This design comes from an exercise in tuning for small area on the open sky130 flow, not from production work.
Function was checked by simulation only, so behaviour that the tests miss may differ from the original.

==> flow/design.v (excerpt) <==
module Paso_Banda (
  input  wire signed [20:0] u,
  input  wire clk, rst, EN,
  output wire signed [20:0] y1, y2, y3
);
make LEC_CHECK=0 CAP_MARGIN=20 CORE_MARGIN=2 CORE_UTILIZATION=40 CTS_BUF_LIST=sky130_fd_sc_hd__clkbuf_8 CTS_CLUSTER_DIAMETER=70 CTS_CLUSTER_SIZE=24 SLEW_MARGIN=20 SYNTH_HIERARCHICAL=1 finish   # period 25.0 ns
run.sh (not shown) runs the stock make flow with config.mk's settings and CLKGATE_MAP_FILE= SYNTH_SCRIPT=/design/flow/synth_recipe.tcl, a recipe that flattens the netlist after the stock synthesis.
The first run completed without violations.
Then changed:
--- a/flow/config.mk
+++ b/flow/config.mk
@@ -11,3 +11,3 @@
-export CTS_BUF_LIST = sky130_fd_sc_hd__clkbuf_8
-export CTS_CLUSTER_DIAMETER = 70
-export CTS_CLUSTER_SIZE = 24
+export CTS_BUF_LIST = sky130_fd_sc_hd__clkbuf_4
+export CTS_CLUSTER_DIAMETER = 45
+export CTS_CLUSTER_SIZE = 12
After rerunning: Utilization rises by 0.20 points. Clock-buffer cell count rises by 32. Routed wire length hardly moves. Cell count rises by 0.91%. Via count rises by 0.50%.
Then changed:
--- a/flow/config.mk
+++ b/flow/config.mk
@@ -8 +8 @@
-export CAP_MARGIN = 20
+export CAP_MARGIN = 5
@@ -11,4 +11,4 @@
-export CTS_BUF_LIST = sky130_fd_sc_hd__clkbuf_4
-export CTS_CLUSTER_DIAMETER = 45
-export CTS_CLUSTER_SIZE = 12
-export SLEW_MARGIN = 20
+export CTS_BUF_LIST = sky130_fd_sc_hd__clkbuf_8
+export CTS_CLUSTER_DIAMETER = 70
+export CTS_CLUSTER_SIZE = 24
+export SLEW_MARGIN = 5
=> The changed run went through all stages and came out clean. Global-route usage is about the same. Die area does not change. Design area shrinks by 0.52%. Final cell count went down by 0.94%. Via count shrinks by 0.41%. Routed wire length hardly moves. Critical path depth decreases by 2. Synthesized cell count does not change. Count of clock-buffer cells in the layout went down by 31. Flip-flop and latch count does not change.

---

Another version of the RTL of Paso_Banda (not shown whole).
Size: roughly 5300 cells after synthesis, roughly 450 flip-flops, ~87 I/O pins, roughly 0.063 mm^2 of cells after synthesis.
Settings: LEC_CHECK=0, CAP_MARGIN=20, CORE_MARGIN=2, CORE_UTILIZATION=40, CTS_BUF_LIST=sky130_fd_sc_hd__clkbuf_8, CTS_CLUSTER_DIAMETER=64, CTS_CLUSTER_SIZE=22, SLEW_MARGIN=20, SYNTH_HIERARCHICAL=1; clock period 25.0 ns.
standard.sh (not shown) runs the stock make flow with config.mk's settings and CLKGATE_MAP_FILE= SYNTH_SCRIPT=/design/flow/synth_recipe.tcl, a recipe that flattens the netlist after the stock synthesis.
==> flow/flow/run.sh <==
#!/bin/bash
# The standard layout (standard.sh: ORFS synthesis through finish), with
# one change: the input and output port buffers that global placement adds
# use the smallest buffer cell (buf_1) instead of the default delay buffer.
# make's full output goes to standard.log; ORFS keeps each step's log under
# orfs/logs/.
set -euo pipefail
export BUFFER_PORTS_ARGS="-buffer_cell sky130_fd_sc_hd__buf_1"
bash standard.sh > standard.log 2>&1
Next try:
CORE_UTILIZATION = 55   (was 40)
CTS_BUF_LIST = sky130_fd_sc_hd__clkbuf_4 sky130_fd_sc_hd__clkbuf_8   (was sky130_fd_sc_hd__clkbuf_8)
The changed run completed with no timing, DRC or antenna violations.
Utilization rose by 16 points.
Final area shrinks slightly.
Cell count is lower by a little under a tenth.
Global-route usage goes up by 8.4 points.
Wire length came out higher slightly.
Fmax goes up slightly.
Worst setup slack gains 0.18 ns.
Via count barely changes.
Next try:
--- a/flow/flow/run.sh
+++ b/flow/flow/run.sh
@@ -8,0 +9 @@
+export CTS_BUF_DISTANCE=150
CORE_UTILIZATION = 40   (was 55)
CTS_BUF_LIST = sky130_fd_sc_hd__clkbuf_8   (was sky130_fd_sc_hd__clkbuf_4 sky130_fd_sc_hd__clkbuf_8)
What happened: Final area rises by 1.4%; core utilization falls by 16 points; register-to-register slack got worse by 0.12 ns; setup slack got worse by 0.23 ns; via count barely changes; clock-buffer cell count rises by 1; sequential share of layout area falls by 0.25 points.

-- port drivers added, routing unchanged --
In the flow no input, the clock included, has a driving cell. The finished layouts below were timed again as built, in two steps. Step 1 assumes that a clkbuf_16 drives the clock port and a buf_2 every other input. Step 2 moves the port delays by t, midway between the first and last clock arrival at a register: inputs arrive t later, outputs are due t later. That takes back most of the time a late clock gives input paths. Three values: no drivers, after step 1, after step 2; two values: the first two.
| run | t (ns) | slack for setup (ns) | clock arrival spread, ns | slew at the worst register clock pin (ns) |
|---|---|---|---|---|
| the first run of note 1 | 0.860 | 1.081 / 1.081 / 1.081 | 0.064 / 0.064 | 0.10 / 0.10 |
| the second run of note 1 | 1.159 | 1.164 / 1.164 / 1.164 | 0.138 / 0.137 | 0.11 / 0.11 |
| the third run of note 1 | 0.860 | 1.140 / 1.140 / 1.140 | 0.064 / 0.064 | 0.12 / 0.12 |
| the first run of note 2 | 0.867 | 0.822 / 0.742 / 0.880 | 0.065 / 0.065 | 0.12 / 0.12 |
| the second run of note 2 | 0.783 | 1.006 / 0.936 / 1.020 | 0.054 / 0.054 | 0.11 / 0.11 |
| the third run of note 2 | 0.827 | 0.781 / 0.704 / 0.899 | 0.088 / 0.089 | 0.12 / 0.12 |
After both steps every run listed still meets setup and hold.
